From an optimization exercise on the open Yosys and OpenROAD flow, aimed at small area; shortcuts taken in it are not production practice. Where RTL was checked, it was by simulation tests only, not by an equivalence proof against the original. No functional check of the RTL was part of run 1. Power and IR drop assume default switching activity.

===== flow/design.v =====
`timescale 1ns / 1ps
module aomux #(parameter N = 32) (
    input  wire [N*32-1:0] d,
    input  wire [N-1:0]    s,
    output wire [31:0]     q
);
    localparam G = (N + 2) / 3;
    wire [G*3*32-1:0] dd = {{(G*3-N)*32{1'b0}}, d};
    wire [G*3-1:0]    ss = {{(G*3-N){1'b0}}, s};
    genvar b, k;
    generate
        for (b = 0; b < 32; b = b + 1) begin : g_bit
            wire [G-1:0] t;
            for (k = 0; k < G; k = k + 1) begin : g_grp
                if (3*k + 2 < N) begin : g3
                    ao3n u (.a1(dd[(3*k)*32+b]),   .a2(ss[3*k]),
                            .b1(dd[(3*k+1)*32+b]), .b2(ss[3*k+1]),
                            .c1(dd[(3*k+2)*32+b]), .c2(ss[3*k+2]), .y(t[k]));
                end else if (3*k + 1 < N) begin : g2
                    ao2n u (.a1(dd[(3*k)*32+b]),   .a2(ss[3*k]),
                            .b1(dd[(3*k+1)*32+b]), .b2(ss[3*k+1]), .y(t[k]));
                end else begin : g1
                    assign t[k] = ~(dd[(3*k)*32+b] & ss[3*k]);
                end
            end
            assign q[b] = ~&t;
        end
    endgenerate
endmodule
module ao3n (
    input  wire a1, a2, b1, b2, c1, c2,
    output wire y
);
    assign y = ~((a1 & a2) | (b1 & b2) | (c1 & c2));
endmodule
module ao2n (
    input  wire a1, a2, b1, b2,
    output wire y
);
    assign y = ~((a1 & a2) | (b1 & b2));
endmodule
module sqsum (
    input  wire [15:0] re,
    input  wire [15:0] im,
    output wire [30:0] x
);
    wire w1 = ~(~(re[15] & ~re[0]) ^ ~(re[1] & re[14]));
    wire w2 = ~(re[15] & ~re[0]) | ~(re[1] & re[14]);
    wire w3 = ~(~(re[0] & re[11]) ^ ~(re[1] & re[10]));
    wire w4 = ~(re[0] & re[11]) | ~(re[1] & re[10]);
    wire w5, w6;
    fadd u_w5 (.a(~(re[0] & re[13])), .b(~(re[1] & re[12])), .c(~(re[2] & re[11])), .s(w5), .co(w6));
    wire w7 = ~(~(re[3] & re[10]) ^ ~(re[4] & re[9]));
    wire w8 = ~(re[3] & re[10]) | ~(re[4] & re[9]);
    wire w9, w10;
    fadd u_w9 (.a(~(re[0] & re[14])), .b(~(re[1] & re[13])), .c(~(re[2] & re[12])), .s(w9), .co(w10));
    wire w11 = ~(~(re[3] & re[11]) ^ ~(re[4] & re[10]));
    wire w12 = ~(re[3] & re[11]) | ~(re[4] & re[10]);
    wire w13, w14;
    fadd u_w13 (.a(~(re[2] & re[13])), .b(~(re[3] & re[12])), .c(~(re[4] & re[11])), .s(w13), .co(w14));
    wire w15, w16;
    fadd u_w15 (.a(~(re[5] & re[10])), .b(~(re[6] & re[9])), .c(~(re[7] & re[8])), .s(w15), .co(w16));
    wire w17, w18;
    fadd u_w17 (.a(~re[8]), .b(~re[15]), .c(~(im[15] & ~im[0])), .s(w17), .co(w18));
    wire w19, w20;
    fadd u_w19 (.a(~(im[1] & im[14])), .b(~(im[2] & im[13])), .c(~(im[3] & im[12])), .s(w19), .co(w20));
    wire w21, w22;
    fadd u_w21 (.a(~(re[15] & ~re[1])), .b(~(re[2] & re[14])), .c(~(re[3] & re[13])), .s(w21), .co(w22));
    wire w23, w24;
    fadd u_w23 (.a(~(re[4] & re[12])), .b(~(re[5] & re[11])), .c(~(re[6] & re[10])), .s(w23), .co(w24));
    wire w25, w26;
    fadd u_w25 (.a(~(re[7] & re[9])), .b(~(im[15] & ~im[1])), .c(~(im[2] & im[14])), .s(w25), .co(w26));
    wire w27, w28;
    fadd u_w27 (.a(~(re[15] & ~re[2])), .b(~(re[3] & re[14])), .c(~(re[4] & re[13])), .s(w27), .co(w28));
    wire w29, w30;
    fadd u_w29 (.a(~(re[5] & re[12])), .b(~(re[6] & re[11])), .c(~(re[7] & re[10])), .s(w29), .co(w30));
    wire w31, w32;
    fadd u_w31 (.a(~(re[8] & re[9])), .b(~re[9]), .c(~(im[15] & ~im[2])), .s(w31), .co(w32));
    wire w33, w34;
    fadd u_w33 (.a(~(re[15] & ~re[3])), .b(~(re[4] & re[14])), .c(~(re[5] & re[13])), .s(w33), .co(w34));
    wire w35, w36;
    fadd u_w35 (.a(~(re[15] & ~re[4])), .b(~(re[5] & re[14])), .c(~(re[6] & re[13])), .s(w35), .co(w36));
    wire w37 = ~(~(re[0] & re[7]) ^ ~(re[1] & re[6]));
    wire w38 = ~(re[0] & re[7]) | ~(re[1] & re[6]);
    wire w39, w40;
    fadd u_w39 (.a(~(re[0] & re[9])), .b(~(re[1] & re[8])), .c(~(re[2] & re[7])), .s(w39), .co(w40));
    wire w41 = ~(~(re[3] & re[6]) ^ ~(re[4] & re[5]));
    wire w42 = ~(re[3] & re[6]) | ~(re[4] & re[5]);
    wire w43, w44;
    fadd u_w43 (.a(~(re[0] & re[10])), .b(~(re[1] & re[9])), .c(~(re[2] & re[8])), .s(w43), .co(w44));
    wire w45 = ~(~(re[3] & re[7]) ^ ~(re[4] & re[6]));
    wire w46 = ~(re[3] & re[7]) | ~(re[4] & re[6]);
    wire w47, w48;
    fadd u_w47 (.a(~(re[2] & re[9])), .b(~(re[3] & re[8])), .c(~(re[4] & re[7])), .s(w47), .co(w48));
    wire w49, w50;
    fadd u_w49 (.a(~(re[5] & re[6])), .b(~re[6]), .c(~(im[0] & im[11])), .s(w49), .co(w50));
    wire w51, w52;
    fadd u_w51 (.a(~(im[1] & im[10])), .b(~(im[2] & im[9])), .c(~(im[3] & im[8])), .s(w51), .co(w52));
    wire w53, w54;
    fadd u_w53 (.a(~(re[0] & re[12])), .b(~(re[1] & re[11])), .c(~(re[2] & re[10])), .s(w53), .co(w54));
    wire w55, w56;
    fadd u_w55 (.a(~(re[3] & re[9])), .b(~(re[4] & re[8])), .c(~(re[5] & re[7])), .s(w55), .co(w56));
    wire w57, w58;
    fadd u_w57 (.a(~(im[0] & im[12])), .b(~(im[1] & im[11])), .c(~(im[2] & im[10])), .s(w57), .co(w58));
    wire w59 = ~(~(im[3] & im[9]) ^ ~(im[4] & im[8]));
    wire w60 = ~(im[3] & im[9]) | ~(im[4] & im[8]);
    wire w61, w62;
    fadd u_w61 (.a(~(re[5] & re[8])), .b(~(re[6] & re[7])), .c(~re[7]), .s(w61), .co(w62));
    wire w63, w64;
    fadd u_w63 (.a(~(im[0] & im[13])), .b(~(im[1] & im[12])), .c(~(im[2] & im[11])), .s(w63), .co(w64));
    wire w65, w66;
    fadd u_w65 (.a(~(im[3] & im[10])), .b(~(im[4] & im[9])), .c(~(im[5] & im[8])), .s(w65), .co(w66));
    wire w67, w68;
    fadd u_w67 (.a(~(im[6] & im[7])), .b(~im[7]), .c(w5), .s(w67), .co(w68));
    wire w69, w70;
    fadd u_w69 (.a(~(re[5] & re[9])), .b(~(re[6] & re[8])), .c(~(im[0] & im[14])), .s(w69), .co(w70));
    wire w71, w72;
    fadd u_w71 (.a(~(im[1] & im[13])), .b(~(im[2] & im[12])), .c(~(im[3] & im[11])), .s(w71), .co(w72));
    wire w73, w74;
    fadd u_w73 (.a(~(im[4] & im[10])), .b(~(im[5] & im[9])), .c(~(im[6] & im[8])), .s(w73), .co(w74));
    wire w75, w76;
    fadd u_w75 (.a(w9), .b(w11), .c(w6), .s(w75), .co(w76));
    wire w77, w78;
    fadd u_w77 (.a(~(im[4] & im[11])), .b(~(im[5] & im[10])), .c(~(im[6] & im[9])), .s(w77), .co(w78));
    wire w79, w80;
    fadd u_w79 (.a(~(im[7] & im[8])), .b(~im[8]), .c(~im[15]), .s(w79), .co(w80));
    wire w81, w82;
    fadd u_w81 (.a(w1), .b(w13), .c(w15), .s(w81), .co(w82));
    wire w83, w84;
    fadd u_w83 (.a(w17), .b(w19), .c(w10), .s(w83), .co(w84));
    wire w85, w86;
    fadd u_w85 (.a(~(im[3] & im[13])), .b(~(im[4] & im[12])), .c(~(im[5] & im[11])), .s(w85), .co(w86));
    wire w87, w88;
    fadd u_w87 (.a(~(im[6] & im[10])), .b(~(im[7] & im[9])), .c(w2), .s(w87), .co(w88));
    wire w89, w90;
    fadd u_w89 (.a(w21), .b(w23), .c(w25), .s(w89), .co(w90));
    wire w91, w92;
    fadd u_w91 (.a(w14), .b(w16), .c(w18), .s(w91), .co(w92));
    wire w93, w94;
    fadd u_w93 (.a(~(im[3] & im[14])), .b(~(im[4] & im[13])), .c(~(im[5] & im[12])), .s(w93), .co(w94));
    wire w95, w96;
    fadd u_w95 (.a(~(im[6] & im[11])), .b(~(im[7] & im[10])), .c(~(im[8] & im[9])), .s(w95), .co(w96));
    wire w97, w98;
    fadd u_w97 (.a(~im[9]), .b(w27), .c(w29), .s(w97), .co(w98));
    wire w99, w100;
    fadd u_w99 (.a(w31), .b(w22), .c(w24), .s(w99), .co(w100));
    wire w101, w102;
    fadd u_w101 (.a(~(re[6] & re[12])), .b(~(re[7] & re[11])), .c(~(re[8] & re[10])), .s(w101), .co(w102));
    wire w103, w104;
    fadd u_w103 (.a(~(im[15] & ~im[3])), .b(~(im[4] & im[14])), .c(~(im[5] & im[13])), .s(w103), .co(w104));
    wire w105, w106;
    fadd u_w105 (.a(~(im[6] & im[12])), .b(~(im[7] & im[11])), .c(~(im[8] & im[10])), .s(w105), .co(w106));
    wire w107, w108;
    fadd u_w107 (.a(w33), .b(w28), .c(w30), .s(w107), .co(w108));
    wire w109, w110;
    fadd u_w109 (.a(~(re[7] & re[12])), .b(~(re[8] & re[11])), .c(~(re[9] & re[10])), .s(w109), .co(w110));
    wire w111, w112;
    fadd u_w111 (.a(~re[10]), .b(~(im[15] & ~im[4])), .c(~(im[5] & im[14])), .s(w111), .co(w112));
    wire w113, w114;
    fadd u_w113 (.a(~(im[6] & im[13])), .b(~(im[7] & im[12])), .c(~(im[8] & im[11])), .s(w113), .co(w114));
    wire w115, w116;
    fadd u_w115 (.a(~(im[9] & im[10])), .b(~im[10]), .c(w35), .s(w115), .co(w116));
    wire w117, w118;
    fadd u_w117 (.a(~(re[15] & ~re[5])), .b(~(re[6] & re[14])), .c(~(re[7] & re[13])), .s(w117), .co(w118));
    wire w119, w120;
    fadd u_w119 (.a(~(re[8] & re[12])), .b(~(re[9] & re[11])), .c(~(im[15] & ~im[5])), .s(w119), .co(w120));
    wire w121, w122;
    fadd u_w121 (.a(~(im[6] & im[14])), .b(~(im[7] & im[13])), .c(~(im[8] & im[12])), .s(w121), .co(w122));
    wire w123, w124;
    fadd u_w123 (.a(~(re[15] & ~re[6])), .b(~(re[7] & re[14])), .c(~(re[8] & re[13])), .s(w123), .co(w124));
    wire w125, w126;
    fadd u_w125 (.a(~(re[9] & re[12])), .b(~(re[10] & re[11])), .c(~re[11]), .s(w125), .co(w126));
    wire w127, w128;
    fadd u_w127 (.a(~(im[15] & ~im[6])), .b(~(im[7] & im[14])), .c(~(im[8] & im[13])), .s(w127), .co(w128));
    wire w129, w130;
    fadd u_w129 (.a(~(re[15] & ~re[7])), .b(~(re[8] & re[14])), .c(~(re[9] & re[13])), .s(w129), .co(w130));
    wire w131, w132;
    fadd u_w131 (.a(~(re[15] & ~re[8])), .b(~(re[9] & re[14])), .c(~(re[10] & re[13])), .s(w131), .co(w132));
    wire w133, w134;
    fadd u_w133 (.a(~(re[0] & re[5])), .b(~(re[1] & re[4])), .c(~(re[2] & re[3])), .s(w133), .co(w134));
    wire w135 = ~(~(re[0] & re[6]) ^ ~(re[1] & re[5]));
    wire w136 = ~(re[0] & re[6]) | ~(re[1] & re[5]);
    wire w137, w138;
    fadd u_w137 (.a(~(re[2] & re[5])), .b(~(re[3] & re[4])), .c(~re[4]), .s(w137), .co(w138));
    wire w139, w140;
    fadd u_w139 (.a(~(im[0] & im[7])), .b(~(im[1] & im[6])), .c(~(im[2] & im[5])), .s(w139), .co(w140));
    wire w141, w142;
    fadd u_w141 (.a(~(re[0] & re[8])), .b(~(re[1] & re[7])), .c(~(re[2] & re[6])), .s(w141), .co(w142));
    wire w143, w144;
    fadd u_w143 (.a(~(re[3] & re[5])), .b(~(im[0] & im[8])), .c(~(im[1] & im[7])), .s(w143), .co(w144));
    wire w145 = ~(~(im[2] & im[6]) ^ ~(im[3] & im[5]));
    wire w146 = ~(im[2] & im[6]) | ~(im[3] & im[5]);
    wire w147, w148;
    fadd u_w147 (.a(~re[5]), .b(~(im[0] & im[9])), .c(~(im[1] & im[8])), .s(w147), .co(w148));
    wire w149, w150;
    fadd u_w149 (.a(~(im[2] & im[7])), .b(~(im[3] & im[6])), .c(~(im[4] & im[5])), .s(w149), .co(w150));
    wire w151, w152;
    fadd u_w151 (.a(~im[5]), .b(w39), .c(w41), .s(w151), .co(w152));
    wire w153, w154;
    fadd u_w153 (.a(~(im[0] & im[10])), .b(~(im[1] & im[9])), .c(~(im[2] & im[8])), .s(w153), .co(w154));
    wire w155, w156;
    fadd u_w155 (.a(~(im[3] & im[7])), .b(~(im[4] & im[6])), .c(w43), .s(w155), .co(w156));
    wire w157, w158;
    fadd u_w157 (.a(w45), .b(w40), .c(w42), .s(w157), .co(w158));
    wire w159, w160;
    fadd u_w159 (.a(~(im[4] & im[7])), .b(~(im[5] & im[6])), .c(~im[6]), .s(w159), .co(w160));
    wire w161, w162;
    fadd u_w161 (.a(w3), .b(w47), .c(w49), .s(w161), .co(w162));
    wire w163, w164;
    fadd u_w163 (.a(w51), .b(w44), .c(w46), .s(w163), .co(w164));
    wire w165, w166;
    fadd u_w165 (.a(~(im[5] & im[7])), .b(w4), .c(w53), .s(w165), .co(w166));
    wire w167, w168;
    fadd u_w167 (.a(w55), .b(w57), .c(w59), .s(w167), .co(w168));
    wire w169, w170;
    fadd u_w169 (.a(w48), .b(w50), .c(w52), .s(w169), .co(w170));
    wire w171, w172;
    fadd u_w171 (.a(w7), .b(w61), .c(w63), .s(w171), .co(w172));
    wire w173, w174;
    fadd u_w173 (.a(w65), .b(w67), .c(w54), .s(w173), .co(w174));
    wire w175, w176;
    fadd u_w175 (.a(w56), .b(w58), .c(w60), .s(w175), .co(w176));
    wire w177, w178;
    fadd u_w177 (.a(w8), .b(w69), .c(w71), .s(w177), .co(w178));
    wire w179, w180;
    fadd u_w179 (.a(w73), .b(w75), .c(w62), .s(w179), .co(w180));
    wire w181, w182;
    fadd u_w181 (.a(w64), .b(w66), .c(w68), .s(w181), .co(w182));
    wire w183, w184;
    fadd u_w183 (.a(w12), .b(w77), .c(w79), .s(w183), .co(w184));
    wire w185, w186;
    fadd u_w185 (.a(w81), .b(w83), .c(w70), .s(w185), .co(w186));
    wire w187, w188;
    fadd u_w187 (.a(w72), .b(w74), .c(w76), .s(w187), .co(w188));
    wire w189, w190;
    fadd u_w189 (.a(w20), .b(w85), .c(w87), .s(w189), .co(w190));
    wire w191, w192;
    fadd u_w191 (.a(w89), .b(w91), .c(w78), .s(w191), .co(w192));
    wire w193, w194;
    fadd u_w193 (.a(w80), .b(w82), .c(w84), .s(w193), .co(w194));
    wire w195, w196;
    fadd u_w195 (.a(w26), .b(w93), .c(w95), .s(w195), .co(w196));
    wire w197, w198;
    fadd u_w197 (.a(w97), .b(w99), .c(w86), .s(w197), .co(w198));
    wire w199, w200;
    fadd u_w199 (.a(w88), .b(w90), .c(w92), .s(w199), .co(w200));
    wire w201, w202;
    fadd u_w201 (.a(w32), .b(w101), .c(w103), .s(w201), .co(w202));
    wire w203, w204;
    fadd u_w203 (.a(w105), .b(w107), .c(w94), .s(w203), .co(w204));
    wire w205, w206;
    fadd u_w205 (.a(w96), .b(w98), .c(w100), .s(w205), .co(w206));
    wire w207, w208;
    fadd u_w207 (.a(w34), .b(w109), .c(w111), .s(w207), .co(w208));
    wire w209, w210;
    fadd u_w209 (.a(w113), .b(w115), .c(w102), .s(w209), .co(w210));
    wire w211, w212;
    fadd u_w211 (.a(w104), .b(w106), .c(w108), .s(w211), .co(w212));
    wire w213, w214;
    fadd u_w213 (.a(~(im[9] & im[11])), .b(w36), .c(w117), .s(w213), .co(w214));
    wire w215, w216;
    fadd u_w215 (.a(w119), .b(w121), .c(w110), .s(w215), .co(w216));
    wire w217, w218;
    fadd u_w217 (.a(w112), .b(w114), .c(w116), .s(w217), .co(w218));
    wire w219, w220;
    fadd u_w219 (.a(~(im[9] & im[12])), .b(~(im[10] & im[11])), .c(~im[11]), .s(w219), .co(w220));
    wire w221, w222;
    fadd u_w221 (.a(w123), .b(w125), .c(w127), .s(w221), .co(w222));
    wire w223, w224;
    fadd u_w223 (.a(w118), .b(w120), .c(w122), .s(w223), .co(w224));
    wire w225, w226;
    fadd u_w225 (.a(~(re[10] & re[12])), .b(~(im[15] & ~im[7])), .c(~(im[8] & im[14])), .s(w225), .co(w226));
    wire w227, w228;
    fadd u_w227 (.a(~(im[9] & im[13])), .b(~(im[10] & im[12])), .c(w129), .s(w227), .co(w228));
    wire w229, w230;
    fadd u_w229 (.a(w124), .b(w126), .c(w128), .s(w229), .co(w230));
    wire w231, w232;
    fadd u_w231 (.a(~(re[11] & re[12])), .b(~re[12]), .c(~(im[15] & ~im[8])), .s(w231), .co(w232));
    wire w233, w234;
    fadd u_w233 (.a(~(im[9] & im[14])), .b(~(im[10] & im[13])), .c(~(im[11] & im[12])), .s(w233), .co(w234));
    wire w235, w236;
    fadd u_w235 (.a(~im[12]), .b(w131), .c(w130), .s(w235), .co(w236));
    wire w237, w238;
    fadd u_w237 (.a(~(re[15] & ~re[9])), .b(~(re[10] & re[14])), .c(~(re[11] & re[13])), .s(w237), .co(w238));
    wire w239, w240;
    fadd u_w239 (.a(~(im[15] & ~im[9])), .b(~(im[10] & im[14])), .c(~(im[11] & im[13])), .s(w239), .co(w240));
    wire w241, w242;
    fadd u_w241 (.a(~(re[15] & ~re[10])), .b(~(re[11] & re[14])), .c(~(re[12] & re[13])), .s(w241), .co(w242));
    wire w243, w244;
    fadd u_w243 (.a(~re[13]), .b(~(im[15] & ~im[10])), .c(~(im[11] & im[14])), .s(w243), .co(w244));
    wire w245, w246;
    fadd u_w245 (.a(~(re[0] & re[3])), .b(~(re[1] & re[2])), .c(~re[2]), .s(w245), .co(w246));
    wire w247 = ~(~(re[0] & re[4]) ^ ~(re[1] & re[3]));
    wire w248 = ~(re[0] & re[4]) | ~(re[1] & re[3]);
    wire w249, w250;
    fadd u_w249 (.a(~re[3]), .b(~(im[0] & im[5])), .c(~(im[1] & im[4])), .s(w249), .co(w250));
    wire w251 = ~(~(im[2] & im[3]) ^ ~im[3]);
    wire w252 = ~(im[2] & im[3]) | ~im[3];
    wire w253, w254;
    fadd u_w253 (.a(~(re[2] & re[4])), .b(~(im[0] & im[6])), .c(~(im[1] & im[5])), .s(w253), .co(w254));
    wire w255, w256;
    fadd u_w255 (.a(~(im[2] & im[4])), .b(w135), .c(w134), .s(w255), .co(w256));
    wire w257, w258;
    fadd u_w257 (.a(~(im[3] & im[4])), .b(~im[4]), .c(w37), .s(w257), .co(w258));
    wire w259, w260;
    fadd u_w259 (.a(w137), .b(w139), .c(w136), .s(w259), .co(w260));
    wire w261, w262;
    fadd u_w261 (.a(w38), .b(w141), .c(w143), .s(w261), .co(w262));
    wire w263, w264;
    fadd u_w263 (.a(w145), .b(w138), .c(w140), .s(w263), .co(w264));
    wire w265, w266;
    fadd u_w265 (.a(w147), .b(w149), .c(w151), .s(w265), .co(w266));
    wire w267, w268;
    fadd u_w267 (.a(w142), .b(w144), .c(w146), .s(w267), .co(w268));
    wire w269, w270;
    fadd u_w269 (.a(w153), .b(w155), .c(w157), .s(w269), .co(w270));
    wire w271, w272;
    fadd u_w271 (.a(w148), .b(w150), .c(w152), .s(w271), .co(w272));
    wire w273, w274;
    fadd u_w273 (.a(w159), .b(w161), .c(w163), .s(w273), .co(w274));
    wire w275, w276;
    fadd u_w275 (.a(w154), .b(w156), .c(w158), .s(w275), .co(w276));
    wire w277, w278;
    fadd u_w277 (.a(w165), .b(w167), .c(w169), .s(w277), .co(w278));
    wire w279, w280;
    fadd u_w279 (.a(w160), .b(w162), .c(w164), .s(w279), .co(w280));
    wire w281, w282;
    fadd u_w281 (.a(w171), .b(w173), .c(w175), .s(w281), .co(w282));
    wire w283, w284;
    fadd u_w283 (.a(w166), .b(w168), .c(w170), .s(w283), .co(w284));
    wire w285, w286;
    fadd u_w285 (.a(w177), .b(w179), .c(w181), .s(w285), .co(w286));
    wire w287, w288;
    fadd u_w287 (.a(w172), .b(w174), .c(w176), .s(w287), .co(w288));
    wire w289, w290;
    fadd u_w289 (.a(w183), .b(w185), .c(w187), .s(w289), .co(w290));
    wire w291, w292;
    fadd u_w291 (.a(w178), .b(w180), .c(w182), .s(w291), .co(w292));
    wire w293, w294;
    fadd u_w293 (.a(w189), .b(w191), .c(w193), .s(w293), .co(w294));
    wire w295, w296;
    fadd u_w295 (.a(w184), .b(w186), .c(w188), .s(w295), .co(w296));
    wire w297, w298;
    fadd u_w297 (.a(w195), .b(w197), .c(w199), .s(w297), .co(w298));
    wire w299, w300;
    fadd u_w299 (.a(w190), .b(w192), .c(w194), .s(w299), .co(w300));
    wire w301, w302;
    fadd u_w301 (.a(w201), .b(w203), .c(w205), .s(w301), .co(w302));
    wire w303, w304;
    fadd u_w303 (.a(w196), .b(w198), .c(w200), .s(w303), .co(w304));
    wire w305, w306;
    fadd u_w305 (.a(w207), .b(w209), .c(w211), .s(w305), .co(w306));
    wire w307, w308;
    fadd u_w307 (.a(w202), .b(w204), .c(w206), .s(w307), .co(w308));
    wire w309, w310;
    fadd u_w309 (.a(w213), .b(w215), .c(w217), .s(w309), .co(w310));
    wire w311, w312;
    fadd u_w311 (.a(w208), .b(w210), .c(w212), .s(w311), .co(w312));
    wire w313, w314;
    fadd u_w313 (.a(w219), .b(w221), .c(w223), .s(w313), .co(w314));
    wire w315, w316;
    fadd u_w315 (.a(w214), .b(w216), .c(w218), .s(w315), .co(w316));
    wire w317, w318;
    fadd u_w317 (.a(w225), .b(w227), .c(w229), .s(w317), .co(w318));
    wire w319, w320;
    fadd u_w319 (.a(w220), .b(w222), .c(w224), .s(w319), .co(w320));
    wire w321, w322;
    fadd u_w321 (.a(w231), .b(w233), .c(w235), .s(w321), .co(w322));
    wire w323, w324;
    fadd u_w323 (.a(w226), .b(w228), .c(w230), .s(w323), .co(w324));
    wire w325, w326;
    fadd u_w325 (.a(w132), .b(w237), .c(w239), .s(w325), .co(w326));
    wire w327, w328;
    fadd u_w327 (.a(w232), .b(w234), .c(w236), .s(w327), .co(w328));
    wire w329, w330;
    fadd u_w329 (.a(~(im[12] & im[13])), .b(~im[13]), .c(w241), .s(w329), .co(w330));
    wire w331, w332;
    fadd u_w331 (.a(w243), .b(w238), .c(w240), .s(w331), .co(w332));
    wire w333, w334;
    fadd u_w333 (.a(~(re[15] & ~re[11])), .b(~(re[12] & re[14])), .c(~(im[15] & ~im[11])), .s(w333), .co(w334));
    wire w335, w336;
    fadd u_w335 (.a(~(im[12] & im[14])), .b(w242), .c(w244), .s(w335), .co(w336));
    wire w337, w338;
    fadd u_w337 (.a(~(re[15] & ~re[12])), .b(~(re[13] & re[14])), .c(~re[14]), .s(w337), .co(w338));
    wire w339, w340;
    fadd u_w339 (.a(~(im[15] & ~im[12])), .b(~(im[13] & im[14])), .c(~im[14]), .s(w339), .co(w340));
    wire w341 = ~(~(re[0] & re[1]) ^ ~re[1]);
    wire w342 = ~(re[0] & re[1]) | ~re[1];
    wire w343 = ~(~(im[0] & im[3]) ^ ~(im[1] & im[2]));
    wire w344 = ~(im[0] & im[3]) | ~(im[1] & im[2]);
    wire w345, w346;
    fadd u_w345 (.a(~(im[0] & im[4])), .b(~(im[1] & im[3])), .c(w247), .s(w345), .co(w346));
    wire w347, w348;
    fadd u_w347 (.a(w133), .b(w249), .c(w251), .s(w347), .co(w348));
    wire w349, w350;
    fadd u_w349 (.a(w253), .b(w255), .c(w250), .s(w349), .co(w350));
    wire w351, w352;
    fadd u_w351 (.a(w257), .b(w259), .c(w254), .s(w351), .co(w352));
    wire w353, w354;
    fadd u_w353 (.a(w261), .b(w263), .c(w258), .s(w353), .co(w354));
    wire w355, w356;
    fadd u_w355 (.a(w265), .b(w267), .c(w262), .s(w355), .co(w356));
    wire w357, w358;
    fadd u_w357 (.a(w269), .b(w271), .c(w266), .s(w357), .co(w358));
    wire w359, w360;
    fadd u_w359 (.a(w273), .b(w275), .c(w270), .s(w359), .co(w360));
    wire w361, w362;
    fadd u_w361 (.a(w277), .b(w279), .c(w274), .s(w361), .co(w362));
    wire w363, w364;
    fadd u_w363 (.a(w281), .b(w283), .c(w278), .s(w363), .co(w364));
    wire w365, w366;
    fadd u_w365 (.a(w285), .b(w287), .c(w282), .s(w365), .co(w366));
    wire w367, w368;
    fadd u_w367 (.a(w289), .b(w291), .c(w286), .s(w367), .co(w368));
    wire w369, w370;
    fadd u_w369 (.a(w293), .b(w295), .c(w290), .s(w369), .co(w370));
    wire w371, w372;
    fadd u_w371 (.a(w297), .b(w299), .c(w294), .s(w371), .co(w372));
    wire w373, w374;
    fadd u_w373 (.a(w301), .b(w303), .c(w298), .s(w373), .co(w374));
    wire w375, w376;
    fadd u_w375 (.a(w305), .b(w307), .c(w302), .s(w375), .co(w376));
    wire w377, w378;
    fadd u_w377 (.a(w309), .b(w311), .c(w306), .s(w377), .co(w378));
    wire w379, w380;
    fadd u_w379 (.a(w313), .b(w315), .c(w310), .s(w379), .co(w380));
    wire w381, w382;
    fadd u_w381 (.a(w317), .b(w319), .c(w314), .s(w381), .co(w382));
    wire w383, w384;
    fadd u_w383 (.a(w321), .b(w323), .c(w318), .s(w383), .co(w384));
    wire w385, w386;
    fadd u_w385 (.a(w325), .b(w327), .c(w322), .s(w385), .co(w386));
    wire w387, w388;
    fadd u_w387 (.a(w329), .b(w331), .c(w326), .s(w387), .co(w388));
    wire w389, w390;
    fadd u_w389 (.a(w333), .b(w335), .c(w330), .s(w389), .co(w390));
    wire w391, w392;
    fadd u_w391 (.a(w337), .b(w339), .c(w334), .s(w391), .co(w392));
    wire w393, w394;
    fadd u_w393 (.a(~(re[15] & ~re[13])), .b(~(im[15] & ~im[13])), .c(w338), .s(w393), .co(w394));
    wire w395, w396;
    fadd u_w395 (.a(~(re[15] & ~re[14])), .b(~re[15]), .c(~(im[15] & ~im[14])), .s(w395), .co(w396));
    wire w397 = ~(~(im[0] & im[1]) ^ ~im[1]);
    wire w398 = ~(im[0] & im[1]) | ~im[1];
    wire w399, w400;
    fadd u_w399 (.a(~(re[0] & re[2])), .b(~(im[0] & im[2])), .c(w342), .s(w399), .co(w400));
    wire w401, w402;
    fadd u_w401 (.a(~im[2]), .b(w245), .c(w343), .s(w401), .co(w402));
    wire w403, w404;
    fadd u_w403 (.a(w246), .b(w345), .c(w344), .s(w403), .co(w404));
    wire w405, w406;
    fadd u_w405 (.a(w248), .b(w347), .c(w346), .s(w405), .co(w406));
    wire w407, w408;
    fadd u_w407 (.a(w252), .b(w349), .c(w348), .s(w407), .co(w408));
    wire w409, w410;
    fadd u_w409 (.a(w256), .b(w351), .c(w350), .s(w409), .co(w410));
    wire w411, w412;
    fadd u_w411 (.a(w260), .b(w353), .c(w352), .s(w411), .co(w412));
    wire w413, w414;
    fadd u_w413 (.a(w264), .b(w355), .c(w354), .s(w413), .co(w414));
    wire w415, w416;
    fadd u_w415 (.a(w268), .b(w357), .c(w356), .s(w415), .co(w416));
    wire w417, w418;
    fadd u_w417 (.a(w272), .b(w359), .c(w358), .s(w417), .co(w418));
    wire w419, w420;
    fadd u_w419 (.a(w276), .b(w361), .c(w360), .s(w419), .co(w420));
    wire w421, w422;
    fadd u_w421 (.a(w280), .b(w363), .c(w362), .s(w421), .co(w422));
    wire w423, w424;
    fadd u_w423 (.a(w284), .b(w365), .c(w364), .s(w423), .co(w424));
    wire w425, w426;
    fadd u_w425 (.a(w288), .b(w367), .c(w366), .s(w425), .co(w426));
    wire w427, w428;
    fadd u_w427 (.a(w292), .b(w369), .c(w368), .s(w427), .co(w428));
    wire w429, w430;
    fadd u_w429 (.a(w296), .b(w371), .c(w370), .s(w429), .co(w430));
    wire w431, w432;
    fadd u_w431 (.a(w300), .b(w373), .c(w372), .s(w431), .co(w432));
    wire w433, w434;
    fadd u_w433 (.a(w304), .b(w375), .c(w374), .s(w433), .co(w434));
    wire w435, w436;
    fadd u_w435 (.a(w308), .b(w377), .c(w376), .s(w435), .co(w436));
    wire w437, w438;
    fadd u_w437 (.a(w312), .b(w379), .c(w378), .s(w437), .co(w438));
    wire w439, w440;
    fadd u_w439 (.a(w316), .b(w381), .c(w380), .s(w439), .co(w440));
    wire w441, w442;
    fadd u_w441 (.a(w320), .b(w383), .c(w382), .s(w441), .co(w442));
    wire w443, w444;
    fadd u_w443 (.a(w324), .b(w385), .c(w384), .s(w443), .co(w444));
    wire w445, w446;
    fadd u_w445 (.a(w328), .b(w387), .c(w386), .s(w445), .co(w446));
    wire w447, w448;
    fadd u_w447 (.a(w332), .b(w389), .c(w388), .s(w447), .co(w448));
    wire w449, w450;
    fadd u_w449 (.a(w336), .b(w391), .c(w390), .s(w449), .co(w450));
    wire w451, w452;
    fadd u_w451 (.a(w340), .b(w393), .c(w392), .s(w451), .co(w452));
    wire w453, w454;
    fadd u_w453 (.a(~im[15]), .b(w395), .c(w394), .s(w453), .co(w454));
    wire [30:0] ra = {w453, w451, w449, w447, w445, w443, w441, w439, w437, w435, w433, w431, w429, w427, w425, w423, w421, w419, w417, w415, w413, w411, w409, w407, w405, w403, w401, w399, w341, 1'b1, ~re[0]};
    wire [30:0] rb = {w452, w450, w448, w446, w444, w442, w440, w438, w436, w434, w432, w430, w428, w426, w424, w422, w420, w418, w416, w414, w412, w410, w408, w406, w404, w402, w400, w398, w397, 1'b1, ~im[0]};
    assign x = ra + rb + 31'd1;
endmodule
module fadd (
    input  wire a, b, c,
    output wire s, co
);
    assign s  = a ^ b ^ c;
    assign co = (a & b) | (a & c) | (b & c);
endmodule
`timescale 1ns / 1ps
module pitch_correction(
    input wire clk,
    input wire reset,
    input wire [31:0] S_AXIS_DATA_0_tdata,
    input wire  S_AXIS_DATA_0_tlast,
    output wire S_AXIS_DATA_0_tready,
    input wire  S_AXIS_DATA_0_tvalid,
    output wire [31:0] m_axis_data_tdata,
    output wire        m_axis_data_tlast,
    input  wire        m_axis_data_tready,
    output wire        m_axis_data_tvalid,
    output wire [15:0] m_axis_config_tdata,
    input  wire m_axis_config_tready,
    output wire m_axis_config_tvalid,
    output wire [31:0] monitor_fft_out,
    output wire monitor_fft_vld,
    output wire [31:0] monitor_pitch_out,
    output wire monitor_pitch_vld,
    input wire pitch_enable
    );
    localparam S  = 6;               
    localparam NT = 43;              
    localparam F  = S - 1;           
    localparam LF = 3;               
    wire        in_v = S_AXIS_DATA_0_tvalid;
    wire [31:0] din  = S_AXIS_DATA_0_tdata;
    reg rst_d, cfg_v;
    always @(posedge clk) begin
        rst_d <= reset;
        cfg_v <= rst_d;
    end
    assign m_axis_config_tvalid = cfg_v;
    assign m_axis_config_tdata  = 16'h0001;
    assign m_axis_data_tlast    = 1'b0;
    assign monitor_fft_out      = din;
    assign monitor_fft_vld      = in_v;
    localparam FILLING = 2'd0, READY = 2'd1, EMPTYING = 2'd2;
    reg  [1:0] state;
    reg  [7:0] wp;        
    reg  [7:0] rp;        
    reg        ovld;
    wire       acc     = ovld & m_axis_data_tready;
    wire       lastacc = acc & (rp == 8'd255);
    always @(posedge clk) begin
        if (reset) begin
            state <= FILLING;
            wp    <= 8'd0;
            rp    <= 8'd0;
            ovld  <= 1'b0;
        end else begin
            if (in_v)
                wp <= wp + 8'd1;
            case (state)
                FILLING:  if (wp == 8'd255) state <= READY;
                READY:    if (acc) state <= EMPTYING;
                EMPTYING: if (lastacc) state <= FILLING;
                default:  state <= state;
            endcase
            if (state == READY)
                ovld <= 1'b1;
            else if (state == FILLING || lastacc)
                ovld <= 1'b0;
            if (acc)
                rp <= rp + 8'd1;
            else if (state == FILLING)
                rp <= 8'd0;
        end
    end
    wire        lower = ~wp[7];
    wire [30:0] xsq;
    sqsum u_sq (.re(din[15:0]), .im(din[31:16]), .x(xsq));
    reg  [30:0] nb;
    reg  [6:0]  peak;
    wire        gt  = (xsq < nb);
    wire        upd = in_v & lower & gt;
    wire        cap_x = in_v & lower & (gt | (wp[6:0] == 7'd10) |
                                        ((&nb) & (wp[6:0] == peak)));
    wire        cap_y = in_v & wp[7] & ((wp[6:0] == 7'd10) | (wp[6:0] == peak));
    always @(posedge clk) begin
        nb <= ~in_v ? {31{1'b1}} : upd ? xsq : nb;
        if (reset)
            peak <= 7'd0;
        else if (upd)
            peak <= wp[6:0];
    end
    wire [31:0]   dconj = {(~din[31:16]) + 16'd1, din[15:0]};
    reg  [8191:0] ring;
    always @(posedge clk)
        ring <= {ring[8159:0], in_v ? dconj : ring[8191:8160]};
    wire [NT*32-1:0] taps;
    genvar g;
    generate
        for (g = 0; g < NT; g = g + 1) begin : g_tap
            assign taps[g*32 +: 32] = ring[g*S*32 +: 32];
        end
    endgenerate
    reg  [5:0]    pt;
    reg  [2:0]    ph;
    reg  [LF-1:0] n, hd, tl;
    reg  [F*32-1:0] q;
    wire          aligned = (ph == 3'd0);
    wire          empty   = (n == {LF{1'b0}});
    wire          fetch   = aligned & ((n != F[LF-1:0]) | acc);
    wire          push    = fetch & ~(empty & acc);
    wire          pop     = acc & ~empty;
    wire [NT-1:0] tsel    = {{(NT-1){1'b0}}, 1'b1} << pt;
    wire [31:0]   tap;
    aomux #(.N(NT)) u_tap (.d(taps), .s(tsel), .q(tap));
    always @(posedge clk) begin
        if (!ovld) begin
            pt <= 6'd0;
            ph <= 3'd0;
            n  <= {LF{1'b0}};
            hd <= {LF{1'b0}};
            tl <= {LF{1'b0}};
        end else begin
            if (!fetch) begin
                if (pt == NT - 1 && ph == 3'd3) begin
                    pt <= 6'd0;
                    ph <= 3'd0;
                end else if (ph == S - 1) begin
                    pt <= pt + 6'd1;
                    ph <= 3'd0;
                end else
                    ph <= ph + 3'd1;
            end
            n  <= n + {{(LF-1){1'b0}}, push} - {{(LF-1){1'b0}}, pop};
            if (pop)
                hd <= (hd == F - 1) ? {LF{1'b0}} : hd + 1'b1;
            if (push)
                tl <= (tl == F - 1) ? {LF{1'b0}} : tl + 1'b1;
        end
    end
    generate
        for (g = 0; g < F; g = g + 1) begin : g_q
            always @(posedge clk)
                if (push && tl == g)
                    q[g*32 +: 32] <= tap;
        end
    endgenerate
    wire [F:0]  ssel = {empty, {{(F-1){1'b0}}, ~empty} << hd};
    wire [31:0] stream;
    aomux #(.N(F + 1)) u_stream (.d({tap, q}), .s(ssel), .q(stream));
    reg         cap_xd, cap_yd;
    reg  [31:0] cx, cy;
    wire        swp = (rp[6:0] == 7'd10) | (rp[6:0] == peak);
    always @(posedge clk) begin
        cap_xd <= cap_x;
        cap_yd <= cap_y;
        if (cap_xd | (acc & swp & ~rp[7]))
            cx <= stream;
        if (cap_yd | (acc & swp & rp[7]))
            cy <= stream;
    end
    wire [3:0]  osel = {~pitch_enable,
                        pitch_enable & swp & rp[7],
                        pitch_enable & swp & ~rp[7],
                        pitch_enable & ~swp};
    wire [31:0] rd;
    aomux #(.N(4)) u_out (.d({din, cy, cx, stream}), .s(osel), .q(rd));
    assign m_axis_data_tdata    = rd;
    assign m_axis_data_tvalid   = pitch_enable ? ovld : in_v;
    assign S_AXIS_DATA_0_tready = pitch_enable | m_axis_data_tready;
    assign monitor_pitch_out    = rd;
    assign monitor_pitch_vld    = ovld;
endmodule

===== flow/flow/run.sh =====
#!/bin/bash
# Own layout flow: the standard flow (standard.sh, standard synthesis
# included), with clock tree synthesis run without dummy loads and the port
# buffers made with the smallest buffer (repair_design still resizes them).
# Each tool's full output stays in orfs/logs/; make's output goes to
# flow_make.log.
set -euo pipefail
export CTS_ARGS="-sink_clustering_enable -repair_clock_nets -dont_use_dummy_load -buf_list sky130_fd_sc_hd__clkbuf_4 -root_buf sky130_fd_sc_hd__clkbuf_16 -sink_clustering_size 11 -sink_clustering_max_diameter 35"
export BUFFER_PORTS_ARGS="-buffer_cell sky130_fd_sc_hd__buf_1"
bash standard.sh finish > flow_make.log 2>&1

===== flow/standard.sh =====
#!/bin/bash
# synth_recipe.tcl (not shown) runs the flow's synth.tcl, then flattens the netlist and writes it again
# the make line also repeats each setting of config.mk as NAME=value (left out here)
make -C /OpenROAD-flow-scripts/flow DESIGN_CONFIG=/design/flow/config.mk WORK_HOME=/design/flow/orfs CLKGATE_MAP_FILE= SYNTH_SCRIPT=/design/flow/synth_recipe.tcl "${@:-finish}"

===== flow/config.mk =====
export PLATFORM = sky130hd
export DESIGN_NAME = pitch_correction
export DESIGN_NICKNAME = pitch_correction
export VERILOG_FILES = /design/flow/design.v
export SDC_FILE = /design/flow/constraint.sdc
export NUM_CORES = 8
export LEC_CHECK = 0
export CAP_MARGIN = 40
export CORE_MARGIN = 2
export CORE_UTILIZATION = 55
export SLEW_MARGIN = 50
export SYNTH_HIERARCHICAL = 1

===== flow/constraint.sdc =====
create_clock -name core_clock -period 15.0 [get_ports {clk}]
set_input_delay 3.0000 -clock core_clock [delete_from_list [all_inputs] [get_ports {clk}]]
set_output_delay 3.0000 -clock core_clock [all_outputs]
set_load 0.01 [all_outputs]

==> results_dict.tcl, run 1 <==
set metrics [dict create \
    status "no timing/DRC/antenna violations" \
    clock_skew_ns 0.129 \
    track_usage_pct 21.2 \
    worstSetupStartpointType "input port" \
    numPortBuffers 137 \
    die_y_um 594 \
    ant_nets 0 \
    drtPass1Iterations 7 \
    synth_area_per_cell_um2 17.8 \
    async_flop_share_pct 0 \
    setup_violations 0 \
    finalMaxSlewViolations 0 \
    p_per_area_mw_per_mm2 181 \
    synth_commonest_cells "dfxtp_1 (8271), a222oi_1 (544), nand2_1 (373)" \
    yosysMostFrequentCell "dfxtp_1" \
    min_path_type "flip-flop to flip-flop" \
    cts_max_level 6 \
    cts_setup_buffers 0 \
    hold_viol 0 \
    synthFlopType "dfxtp_1" \
    cts_buffer_depth 4 \
    path_max_fanout 22 \
    worst-path-buf-inv 4 \
    core_area_mm2 0.346 \
    first_global_vias 83200 \
    wl_per_cell_um 23.0 \
    cts_resized 0 \
    avgViaCountPerCell 4.92 \
    max_freq_ghz 0.0977 \
    cts_hold_buf 0 \
    min_period_ns 10.24 \
    synth_area_leader_cell "dfxtp_1" \
    core.rowCount 216 \
    gp_congestion 0.855 \
    cp_slowest_stage_delay_ns 0.60 \
    synth_area_mm2 0.191 \
    cts_buffers 891 \
    drt_wl_total_um 377000 \
    critPathRequiredTime_ns 16.15 \
    yosysWarnings 7 \
    drv_cap 0 \
    ios 157 \
    vias 80600 \
    die-area_mm2 0.352 \
    clk_latency_ns 1.34 \
    p_leak_nw 80.5 \
    worstSetupEndpointType "flip-flop" \
    total_power_mw 37.1 \
    synth_edf_count 224 \
    cts-root-buf "clkbuf_16" \
    maxSlewHeadroom_pct 47.2 \
    grt_max_degree 40 \
    cp_common_cell "fa_1" \
    placed_area_mm2 0.198 \
    syn_inst 10800 \
    critical_path.top_delay_family "adder cells" \
    min_period_over_period_pct 68.3 \
    synth.distinct_cells 66 \
    ys_seq_area_share_pct 90.1 \
    critPathArrivalTime_ns 11.39 \
    fp.dieW_um 594 \
    first_iter_violations 7203 \
    fin_nets 12100 \
    tns_ns 0 \
    slowest_stage "fa_1" \
    peakVddDrop_v 0.000378 \
    cts_tree "yes" \
    tightest_slew_ns 0.792 \
    worst-setup-path-type "input port to flip-flop" \
    area_delta_synth_final_pct 7.27 \
    synth_seq_cells 8495 \
    cts.clk_slew.worst_paths_ns 0.09 \
    grt_pass1_wl_um 550000 \
    drcViolationCount 0 \
    overflow 0 \
    cts.sinks 8495 \
    antenna_found_initial 40 \
    rsz0062_at_grt "false" \
    synth_top_area_share_pct 86.6 \
    fin_area_mm2 0.205 \
    drive_gt1_share_pct 10.0 \
    start_util_pct 55.3 \
    synth_area_leaders "dfxtp_1 (87%), edfxtp_1 (3.5%), a222oi_1 (2.8%)" \
    dp_hpwl_um 230000 \
]
[per-layer routing]
metal	global-route usage (%)	vias to the layer above	part of all wire, %
li1	-	37800	-
met1	30.0	39900	46
met2	32.6	2290	45
met3	3.85	654	6.0
met4	8.34	14	3.4
met5	0	-	0.023
[cells in the final DEF, fill, tap and decap left out, types with 25 or more instances in the layout]
| master | Yosys | final |
|---|---|---|
| o21ai_0 | 37 | 36 |
| mux2_2 | 61 | 61 |
| buf_1 | 4 | 123 |
| clkbuf_4 | 0 | 901 |
| ha_1 | 96 | 96 |
| nand4_1 | 118 | 118 |
| a21bo_1 | 30 | 29 |
| nand2b_1 | 30 | 30 |
| nor2_4 | 0 | 41 |
| xor2_1 | 25 | 25 |
| dfxtp_1 | 8271 | 8271 |
| edfxtp_1 | 224 | 224 |
| a222oi_1 | 544 | 544 |
| nor2_1 | 103 | 60 |
| diode_2 | 0 | 41 |
| nand2_1 | 373 | 373 |
| xnor2_1 | 36 | 36 |
| or4_1 | 34 | 34 |
| inv_1 | 115 | 114 |
| a21oi_1 | 54 | 54 |
| buf_4 | 82 | 90 |
| fa_1 | 214 | 214 |
| nand3_1 | 52 | 52 |
[worst paths after layout]
| path | slack, ns | startpoint | endpoint | cells past startpoint |
|---|---|---|---|---|
| max reg2reg | 10.41 | pt[0] | cy[27] | 10 |
| max | 4.76 | S_AXIS_DATA_0_tdata[18] | nb[20] | 25 |
| min reg2reg | 0.21 | ring[7021] | ring[7053] | 0 |
| min | 0.21 | ring[7021] | ring[7053] | 0 |
[worst register-to-register path, delay by kind of cell (launching register included)]
family	cells	cell delay (ns)
AND/OR/NAND/NOR	5	2.18
AO/OA/AOI/OAI	2	0.86
buffers and inverters	1	0.41
flip-flops	1	0.38
adder cells (fa/ha/maj)	2	0.46
[per-module statistics from Yosys (local to each module, per instance), a selection]
module,flops+latches,cell area (um2),cells
ao3n,0,10.0,1
fadd,0,20.0,1
pitch_correction,8495,177000,9180
sqsum,0,2950,552
[state kept, by name (all words and copies together) (netlist names)]
signal	count
ring	8192
q	160
cx	32
cy	32
nb	31
rp	8
wp	8
peak	7
pt	6
hd	3
n	3
ph	3
tl	3
state	2
cap_xd	1
cap_yd	1
cfg_v	1
ovld	1
rst_d	1
[kinds of logic after synthesis]
kind of cell | count (synthesis) | synth area share [%]
xor gates and xnor gates | 61 | 0.279
AOI/OAI and AO/OA | 734 | 3.55
adders and majority gates | 310 | 2.87
and+or+nand+nor | 811 | 2.04
DFF | 8495 | 90.1
other | 2 | 0.00393
muxes | 70 | 0.406
buffers and inverters | 267 | 0.712
[power breakdown]
| group | internal (mW) | switching [mW] | total, mW |
|---|---|---|---|
| registers | 23.0 | 0.120 | 23.1 |
| clock network | 2.73 | 6.24 | 8.97 |
| logic | 1.99 | 3.00 | 4.99 |
[per-stage QoR]
step / util, % / cells / worst slack (ns) / hold WS (ns)
2_1_floorplan: - / 10800 / 4.80 / 0.310
3_3_place_gp: 57.1 / 15400 / 3.03 / 0.310
3_5_place_dp: 57.3 / 15500 / 3.61 / 0.312
4_1_cts: 59.2 / 16300 / 4.99 / 0.188
5_1_grt: 59.3 / 16400 / 4.63 / 0.191
6_report: 59.3 / 16400 / 4.76 / 0.205
[area by class of cell]
cell class	count	area [um2]
fill	25900	141000
clock buffer	891	6710
multi-input combinational	2003	17900
tap	4578	5730
antenna	41	103
timing repair buffer	269	1850
inverter	115	432
sequential	8495	172000
==> run 2: changes to the inputs <==
--- a/flow/design.v
+++ b/flow/design.v
@@ -531,8 +531,8 @@
     input wire pitch_enable
     );
-    localparam S  = 6;               
-    localparam NT = 43;              
+    localparam LS = 3;               
+    localparam S  = 1 << LS;
     localparam F  = S - 1;           
-    localparam LF = 3;               
+    localparam NT = 256 / S;         
     wire        in_v = S_AXIS_DATA_0_tvalid;
     wire [31:0] din  = S_AXIS_DATA_0_tdata;
@@ -607,39 +607,28 @@
         end
     endgenerate
-    reg  [5:0]    pt;
-    reg  [2:0]    ph;
-    reg  [LF-1:0] n, hd, tl;
+    reg  [7:0]    pf;
+    reg  [LS-1:0] n, hd, tl;
     reg  [F*32-1:0] q;
-    wire          aligned = (ph == 3'd0);
-    wire          empty   = (n == {LF{1'b0}});
-    wire          fetch   = aligned & ((n != F[LF-1:0]) | acc);
+    wire          aligned = (pf[LS-1:0] == {LS{1'b0}});
+    wire          empty   = (n == {LS{1'b0}});
+    wire          fetch   = aligned & ((n != F[LS-1:0]) | acc);
     wire          push    = fetch & ~(empty & acc);
     wire          pop     = acc & ~empty;
-    wire [NT-1:0] tsel    = {{(NT-1){1'b0}}, 1'b1} << pt;
+    wire [NT-1:0] tsel    = {{(NT-1){1'b0}}, 1'b1} << pf[7:LS];
     wire [31:0]   tap;
     aomux #(.N(NT)) u_tap (.d(taps), .s(tsel), .q(tap));
     always @(posedge clk) begin
         if (!ovld) begin
-            pt <= 6'd0;
-            ph <= 3'd0;
-            n  <= {LF{1'b0}};
-            hd <= {LF{1'b0}};
-            tl <= {LF{1'b0}};
+            pf <= 8'd0;
+            n  <= {LS{1'b0}};
+            hd <= {LS{1'b0}};
+            tl <= {LS{1'b0}};
         end else begin
-            if (!fetch) begin
-                if (pt == NT - 1 && ph == 3'd3) begin
-                    pt <= 6'd0;
-                    ph <= 3'd0;
-                end else if (ph == S - 1) begin
-                    pt <= pt + 6'd1;
-                    ph <= 3'd0;
-                end else
-                    ph <= ph + 3'd1;
-            end
-            n  <= n + {{(LF-1){1'b0}}, push} - {{(LF-1){1'b0}}, pop};
+            pf <= pf + {7'd0, ~fetch};
+            n  <= n + {{(LS-1){1'b0}}, push} - {{(LS-1){1'b0}}, pop};
             if (pop)
-                hd <= (hd == F - 1) ? {LF{1'b0}} : hd + 1'b1;
+                hd <= (hd == F - 1) ? {LS{1'b0}} : hd + 1'b1;
             if (push)
-                tl <= (tl == F - 1) ? {LF{1'b0}} : tl + 1'b1;
+                tl <= (tl == F - 1) ? {LS{1'b0}} : tl + 1'b1;
         end
     end
--- a/flow/config.mk
+++ b/flow/config.mk
@@ -8,5 +8,5 @@
 export CAP_MARGIN = 40
 export CORE_MARGIN = 2
-export CORE_UTILIZATION = 55
+export CORE_UTILIZATION = 40
 export SLEW_MARGIN = 50
 export SYNTH_HIERARCHICAL = 1
==> run 2 against run 1 <==
  * Worst setup slack got worse by 0.012 ns
  * Register-to-register slack improved by 0.42 ns
  * Via count fell by 3.1%
  * Worst hold slack got worse by 0.094 ns
  * Sequential power is essentially flat
  * Synthesized area up 0.48%
  * Cell area up 1.7%
  * Total power increased by 0.10%
  * Critical path type unchanged
  * Critical endpoint is now nb[6]
  * Largest cell class unchanged
  * Highest routed layer unchanged
==> results_dict.tcl, run 2 <==
set metrics [dict create \
    cts_buffer_depth 4 \
    numPortBuffers 137 \
    critPathRequiredTime_ns 16.18 \
    critPathArrivalTime_ns 11.43 \
    drive_gt1_share_pct 11.2 \
    synth.distinct_cells 72 \
    antenna_found_initial 46 \
    worst-path-buf-inv 4 \
    setup_violations 0 \
    core_area_mm2 0.478 \
    cp_slowest_stage_delay_ns 0.60 \
    synth_top_area_share_pct 86.2 \
    yosysMostFrequentCell "dfxtp_1" \
    tightest_slew_ns 0.763 \
    drcViolationCount 0 \
    yosysWarnings 7 \
    synth_area_mm2 0.192 \
    worstSetupEndpointType "flip-flop" \
    critical_path.top_delay_family "adder cells" \
    vias 78200 \
    synth_seq_cells 8558 \
    overflow 0 \
    clock_skew_ns 0.321 \
    grt_max_degree 48 \
    placed_area_mm2 0.201 \
    wl_per_cell_um 19.0 \
    die_y_um 697 \
    core.rowCount 254 \
    start_util_pct 40.2 \
    cts_buffers 912 \
    p_per_area_mw_per_mm2 178 \
    grt_pass1_wl_um 500000 \
    fp.dieW_um 697 \
    rsz0062_at_grt "false" \
    layout_common_cells "dfxtp_1 (8270), clkbuf_4 (916), a222oi_1 (416)" \
    synth_commonest_cells "dfxtp_1 (8270), a222oi_1 (416), nand2_1 (300)" \
    syn_inst 10600 \
    min_period_over_period_pct 68.3 \
    ios 157 \
    clk_latency_ns 1.44 \
    final_common_cell "dfxtp_1" \
    slowest_stage "fa_1" \
    min_period_ns 10.25 \
    first_global_vias 76600 \
    cts_resized 0 \
    worstSetupStartpointType "input port" \
    async_flop_share_pct 0 \
    cts_max_level 6 \
    cts_hold_buf 0 \
    total_power_mw 37.1 \
    fin_nets 12100 \
    p_leak_nw 81.3 \
    cts.sinks 8558 \
    finalMaxSlewViolations 0 \
    synthFlopType "dfxtp_1" \
    synth_edf_count 288 \
    min_path_type "flip-flop to flip-flop" \
    synth_area_leaders "dfxtp_1 (86%), edfxtp_1 (4.5%), fa_1 (2.2%)" \
    ys_seq_area_share_pct 90.7 \
    synth_area_per_cell_um2 18.0 \
    worst-setup-path-type "input port to flip-flop" \
    synth_area_leader_cell "dfxtp_1" \
    track_usage_pct 13.9 \
    ant_nets 0 \
    maxSlewHeadroom_pct 48.8 \
    peakVddDrop_v 0.000290 \
    tns_ns 0 \
    area_delta_synth_final_pct 8.53 \
    gp_congestion 0.787 \
    hold_viol 0 \
    largest_register "ring" \
    path_max_fanout 26 \
    cts_tree "yes" \
    cp_common_cell "fa_1" \
    largestRegisters "ring (8192), q (224)" \
    fin_area_mm2 0.208 \
    drtPass1Iterations 10 \
    drv_cap 0 \
    die-area_mm2 0.486 \
    largest_register_ffs 8192 \
    max_freq_ghz 0.0975 \
    first_iter_violations 6219 \
    drt_wl_total_um 345000 \
    cts.clk_slew.worst_paths_ns 0.10 \
    status "no timing/DRC/antenna violations" \
    avgViaCountPerCell 4.31 \
    cts-root-buf "clkbuf_16" \
    dp_hpwl_um 208000 \
    cts_setup_buffers 0 \
]
[run 2: worst paths after layout]
check / startpoint / endpoint / slack (ns) / cells past startpoint
setup / recovery: S_AXIS_DATA_0_tdata[4] / nb[6] / 4.75 / 26
hold / removal: ring[5458] / ring[5490] / 0.11 / 0
setup reg to reg: pf[6] / cy[4] / 10.83 / 9
hold reg to reg: ring[5458] / ring[5490] / 0.11 / 0
[run 2: cell type report]
cell class	instances	area, um2
Fill cell	42000	270000
Sequential cell	8558	174000
Multi-Input combinational cell	1839	16900
Tap cell	6400	8010
Clock buffer	912	6860
Timing Repair Buffer	303	1970
Inverter	110	413
Antenna cell	21	52.6
[run 2: per-module statistics from Yosys, one instance, submodules excluded, excerpt]
module / times used / cells / cell area, um2
ao2n: 64 / 1 / 12.5
ao3n: 416 / 1 / 10.0
sqsum: 1 / 552 / 2950
fadd: 212 / 1 / 20.0
pitch_correction: 1 / 9206 / 179000
[run 2: through the flow]
step / util [%] / worst slack [ns] / hold WS (ns) / std cells
after floorplan: - / 5.01 / 0.310 / 10700
after global placement: 42.0 / 3.38 / 0.310 / 17200
after detailed placement: 42.1 / 3.37 / 0.312 / 17200
after CTS: 43.6 / 4.86 / 0.121 / 18100
after global routing: 43.6 / 4.46 / 0.116 / 18100
final: 43.6 / 4.75 / 0.112 / 18100
[run 2: cell families after synthesis]
kind of cell,synth area share (%)
compound gates,3.29
other cells,0.00391
simple gates,1.81
mux,0.430
flops,90.7
buf+inv,0.699
fa+ha+maj,2.78
xor+xnor,0.287
[run 2: power breakdown]
group / internal [mW] / switching, mW
Clock: 2.79 / 6.27
Sequential: 23.2 / 0.102
Combinational: 2.03 / 2.76
Total: 28.0 / 9.13
[run 2: worst reg2reg max path, stage by stage (launching register included)]
cell      delay (ns)
dfxtp_1         0.64
or3b_2          0.63
nor2_4          0.45
buf_4           0.47
buf_4           0.56
a222oi_1        0.36
nand4_1         0.25
or3_1           0.48
a22oi_2         0.11
nand3_1         0.16
[run 2: metal layers]
metal	global-route usage, %	part of all wire [%]	wire length, um
met5	0	0.035	121
met4	4.14	2.4	8180
met1	20.9	50	172000
met2	20.1	41	143000
met3	2.96	6.2	21600
==> run 3: changes to the inputs <==
--- a/flow/design.v
+++ b/flow/design.v
@@ -533,5 +533,4 @@
     localparam LS = 3;               
     localparam S  = 1 << LS;
-    localparam F  = S - 1;           
     localparam NT = 256 / S;         
     wire        in_v = S_AXIS_DATA_0_tvalid;
@@ -607,40 +606,16 @@
         end
     endgenerate
-    reg  [7:0]    pf;
-    reg  [LS-1:0] n, hd, tl;
-    reg  [F*32-1:0] q;
-    wire          aligned = (pf[LS-1:0] == {LS{1'b0}});
-    wire          empty   = (n == {LS{1'b0}});
-    wire          fetch   = aligned & ((n != F[LS-1:0]) | acc);
-    wire          push    = fetch & ~(empty & acc);
-    wire          pop     = acc & ~empty;
-    wire [NT-1:0] tsel    = {{(NT-1){1'b0}}, 1'b1} << pf[7:LS];
-    wire [31:0]   tap;
+    reg  [7:0]      stl;
+    reg  [(S-1)*32-1:0] dl;
+    wire [NT-1:0]   tsel = {{(NT-1){1'b0}}, 1'b1} << stl[7:LS];
+    wire [31:0]     tap;
     aomux #(.N(NT)) u_tap (.d(taps), .s(tsel), .q(tap));
     always @(posedge clk) begin
-        if (!ovld) begin
-            pf <= 8'd0;
-            n  <= {LS{1'b0}};
-            hd <= {LS{1'b0}};
-            tl <= {LS{1'b0}};
-        end else begin
-            pf <= pf + {7'd0, ~fetch};
-            n  <= n + {{(LS-1){1'b0}}, push} - {{(LS-1){1'b0}}, pop};
-            if (pop)
-                hd <= (hd == F - 1) ? {LS{1'b0}} : hd + 1'b1;
-            if (push)
-                tl <= (tl == F - 1) ? {LS{1'b0}} : tl + 1'b1;
-        end
+        stl <= ovld ? stl + {7'd0, ~m_axis_data_tready} : 8'd0;
+        dl  <= {dl[(S-2)*32-1:0], tap};
     end
-    generate
-        for (g = 0; g < F; g = g + 1) begin : g_q
-            always @(posedge clk)
-                if (push && tl == g)
-                    q[g*32 +: 32] <= tap;
-        end
-    endgenerate
-    wire [F:0]  ssel = {empty, {{(F-1){1'b0}}, ~empty} << hd};
-    wire [31:0] stream;
-    aomux #(.N(F + 1)) u_stream (.d({tap, q}), .s(ssel), .q(stream));
+    wire [S-1:0] ssel = {{(S-1){1'b0}}, 1'b1} << stl[LS-1:0];
+    wire [31:0]  stream;
+    aomux #(.N(S)) u_stream (.d({dl, tap}), .s(ssel), .q(stream));
     reg         cap_xd, cap_yd;
     reg  [31:0] cx, cy;
--- a/flow/flow/run.sh
+++ b/flow/flow/run.sh
@@ -6,5 +6,5 @@
 # flow_make.log.
 set -euo pipefail
-export CTS_ARGS="-sink_clustering_enable -repair_clock_nets -dont_use_dummy_load -buf_list sky130_fd_sc_hd__clkbuf_4 -root_buf sky130_fd_sc_hd__clkbuf_16 -sink_clustering_size 11 -sink_clustering_max_diameter 35"
+export CTS_ARGS="-sink_clustering_enable -repair_clock_nets -dont_use_dummy_load -buf_list sky130_fd_sc_hd__clkbuf_4 -root_buf sky130_fd_sc_hd__clkbuf_16 -sink_clustering_size 12 -sink_clustering_max_diameter 30"
 export BUFFER_PORTS_ARGS="-buffer_cell sky130_fd_sc_hd__buf_1"
 bash standard.sh finish > flow_make.log 2>&1
--- a/flow/config.mk
+++ b/flow/config.mk
@@ -8,5 +8,5 @@
 export CAP_MARGIN = 40
 export CORE_MARGIN = 2
-export CORE_UTILIZATION = 40
+export CORE_UTILIZATION = 70
 export SLEW_MARGIN = 50
 export SYNTH_HIERARCHICAL = 1
==> run 3 against run 2 <==
  * Still clean
  * Global-route usage is 11 points higher
  * Core utilization is 31 points higher
  * Total power is 0.10% lower
  * Worst setup slack better by 0.0036 ns
  * Clock power is 2.6% lower
  * Clock skew is 0.15 ns lower
  * Synthesized area is 1.5% lower
  * Die area is 43% lower
  * Final cell count is 17% lower
==> results_dict.tcl, run 3 <==
set metrics [dict create \
    post-place-ws_ns 3.56 \
    core_area_mm2 0.268 \
    critPathArrivalTime_ns 11.30 \
    cts_buffers 867 \
    path_max_fanout 23 \
    wl_per_cell_um 22.1 \
    reg2reg_from "stl[6]" \
    yosysWarnings 7 \
    placed_area_mm2 0.195 \
    ys_seq_area_share_pct 90.8 \
    final_common_cell "dfxtp_1" \
    synth_edf_count 64 \
    grt.busiest_layer "met1" \
    crit_start "S_AXIS_DATA_0_tdata[13]" \
    cts_hold_buf 0 \
    yosysMostFrequentCell "dfxtp_1" \
    antenna_found_initial 33 \
    cts.clk_slew.worst_paths_ns 0.09 \
    holdCritStartpoint "ring[7559]" \
    layout_common_cells "dfxtp_1 (8484), clkbuf_4 (877), a222oi_1 (416)" \
    ant_nets 0 \
    final_cells 15100 \
    synth_area_leader_cell "dfxtp_1" \
    grt_util_met2_pct 36.4 \
    synth_seq_cells 8549 \
    fillers 15700 \
    hold_depth 0 \
    ff2ff_path_depth 8 \
    status "no timing/DRC/antenna violations" \
    fin_ws_ns 4.75 \
    tightest_slew_ns 0.764 \
    fp.dieW_um 524 \
    synth_area_mm2 0.189 \
    drcViolationCount 0 \
    setup_violations 0 \
    finalMaxSlewViolations 0 \
    drtPass1Iterations 9 \
    avgViaCountPerCell 5.10 \
    vias 77300 \
    min_path_type "flip-flop to flip-flop" \
    grt_use_met1_pct 36.7 \
    ios 157 \
    rsz0062_at_grt "false" \
    async_flop_share_pct 0 \
    hold_end "ring[7591]" \
    start_util_pct 70.5 \
    worstSetupEndpointType "flip-flop" \
    cts-root-buf "clkbuf_16" \
    critPathRequiredTime_ns 16.05 \
    dp.cells 14300 \
    syn_inst 10600 \
    dp_hpwl_um 196000 \
    drive_gt1_share_pct 10.2 \
    area_delta_synth_final_pct 6.41 \
    clock_skew_ns 0.174 \
    synth.distinct_cells 72 \
    worstSetupStartpointType "input port" \
    grt_max_degree 39 \
    cts_tree "yes" \
    synth_area_per_cell_um2 17.9 \
    cts.sinks 8549 \
    peakVddDrop_v 0.000358 \
    largestRegisters "ring (8192), dl (224)" \
    use_met3_pct 4.64 \
    synth_area_leaders "dfxtp_1 (90%), fa_1 (2.3%), a222oi_1 (2.2%)" \
    min_period_ns 10.25 \
    grt_pass1_wl_um 495000 \
    p_leak_nw 80.1 \
    synth_commonest_cells "dfxtp_1 (8485), a222oi_1 (416), nand2_1 (296)" \
    max_freq_ghz 0.0976 \
    first_global_vias 79500 \
    first_iter_violations 5932 \
    worst-setup-path-type "input port to flip-flop" \
    drv_cap 0 \
    cts_resized 0 \
    clk_latency_ns 1.36 \
    tns_ns 0 \
    numPortBuffers 137 \
    hold_viol 0 \
    cts_setup_buffers 0 \
    fin_area_mm2 0.201 \
    drt_wl_total_um 335000 \
    core.rowCount 190 \
    overflow 0 \
    final_util_pct 75.0 \
    p_per_area_mw_per_mm2 184 \
    maxSlewHeadroom_pct 49.0 \
    cts_buffer_depth 4 \
    largest_register_ffs 8192 \
    cts_max_level 6 \
    min_period_over_period_pct 68.3 \
    die_y_um 524 \
    fin_nets 11900 \
    gp_congestion 0.837 \
    synth_top_area_share_pct 89.8 \
    synthFlopType "dfxtp_1" \
    largest_register "ring" \
    track_usage_pct 24.5 \
    r2r_slack_ns 10.88 \
    die-area_mm2 0.275 \
    reg2reg_to "cx[22]" \
]
run 3: report_power, final:
part           internal (mW)  total, mW  switching [mW]
logic                   2.03       5.05            3.02
registers               23.1       23.2           0.125
clock network           2.66       8.82            6.15
total                   27.8       37.1            9.30
run 3: logic make-up (layout without fill, tap and decap cells):
| group | Yosys count | after routing | synth area share, % |
|---|---|---|---|
| xor+xnor | 62 | 62 | 0.287 |
| buf+inv | 256 | 1220 | 0.684 |
| flops | 8549 | 8549 | 90.8 |
| compound gates | 664 | 664 | 3.30 |
| simple gates | 693 | 693 | 1.76 |
| other cells | 2 | 35 | 0.00397 |
| fa+ha+maj | 295 | 295 | 2.80 |
| mux | 69 | 69 | 0.405 |
run 3: modules after synthesis, one instance, submodules excluded, a selection:
module / cell area (um2) / times used / cells / flops+latches
pitch_correction: 176000 / 1 / 9148 / 8549
ao3n: 10.0 / 416 / 1 / 0
ao2n: 12.5 / 64 / 1 / 0
sqsum: 2940 / 1 / 555 / 0
fadd: 20.0 / 212 / 1 / 0
run 3: metal layers:
layer | part of all wire (%) | up-vias
met2 | 43 | 2135
met5 | 0.029 | -
li1 | - | 36600
met1 | 48 | 37900
met3 | 5.9 | 548
met4 | 2.4 | 14
run 3: final cells by class:
| class | instances | area, um2 | share of cell area (%) |
|---|---|---|---|
| antenna | 18 | 45.0 | 0.0224 |
| sequential | 8549 | 172000 | 85.3 |
| multi-input combinational | 1800 | 16600 | 8.22 |
| clock buffer | 867 | 6530 | 3.24 |
| tap | 3552 | 4440 | 2.21 |
| inverter | 105 | 394 | 0.196 |
| timing repair buffer | 248 | 1630 | 0.808 |
run 3: critical path: stages:
cell and delay [ns]:
buf_2 0.38, buf_4 0.34, nand2_1 0.11, fa_1 0.58
fa_1 0.47, fa_1 0.59, fa_1 0.47, fa_1 0.64
fa_1 0.46, ha_1 0.38, a21oi_1 0.26, o21ai_0 0.18
inv_1 0.08, o311ai_1 0.12, a221o_1 0.43, a211oi_1 0.29
xnor2_1 0.23, ha_1 0.33, nand4_1 0.12, nor4_2 0.09
a221oi_1 0.34, o2111ai_1 0.21, a31oi_4 0.39, buf_4 0.40
mux2_2 0.39
run 3: worst max-delay path by stage:
stage | end | slack, ns
global route | nb[13] | 4.39
detailed placement | nb[11] | 3.56
global placement | nb[2] | 2.70
floorplan | nb[27] | 4.97
finish | nb[19] | 4.75
CTS | nb[13] | 4.89
run 3: per-stage QoR:
stage / power [mW] / hold slack (ns)
detailed placement: 28.7 / 0.312
global placement: 28.7 / 0.309
global route: 38.8 / 0.185
floorplan: 27.2 / 0.310
CTS: 37.3 / 0.199
finish: 37.1 / 0.213

afterwards: timing with drivers on the ports:
Ports are ideal in the flow. The routed layouts listed here were re-timed in OpenROAD. Step 1 (the two cells are an assumption about what drives the block):
set clk [get_ports {clk}]
set_driving_cell -lib_cell sky130_fd_sc_hd__clkbuf_16 $clk
set_driving_cell -lib_cell sky130_fd_sc_hd__buf_2 [delete_from_list [all_inputs] $clk]
Step 2 moves the port delays by t, midway between the first and last clock arrival at a register: inputs arrive t later, outputs are due t later. That takes back most of the time a late clock gives input paths. Slacks: no drivers / after step 1 / after step 2; pairs: no drivers / after step 1.
run	shift t [ns]	setup slack, ns	latest minus earliest clock arrival (ns)	worst register clock-pin slew, ns	worst data-port slew with drivers (ns)
run 1	1.378	4.761 / 4.833 / 3.455	0.208 / 0.207	0.12 / 0.12	0.17
run 2	1.379	4.748 / 4.831 / 3.451	0.343 / 0.343	0.12 / 0.12	0.20
run 3	1.356	4.752 / 4.819 / 3.463	0.228 / 0.228	0.13 / 0.13	0.05
After both steps setup and hold are still met in every run listed. The setup slack of run 1, which loses most, moves by +0.072 ns with the drivers and by -1.306 ns with both steps.
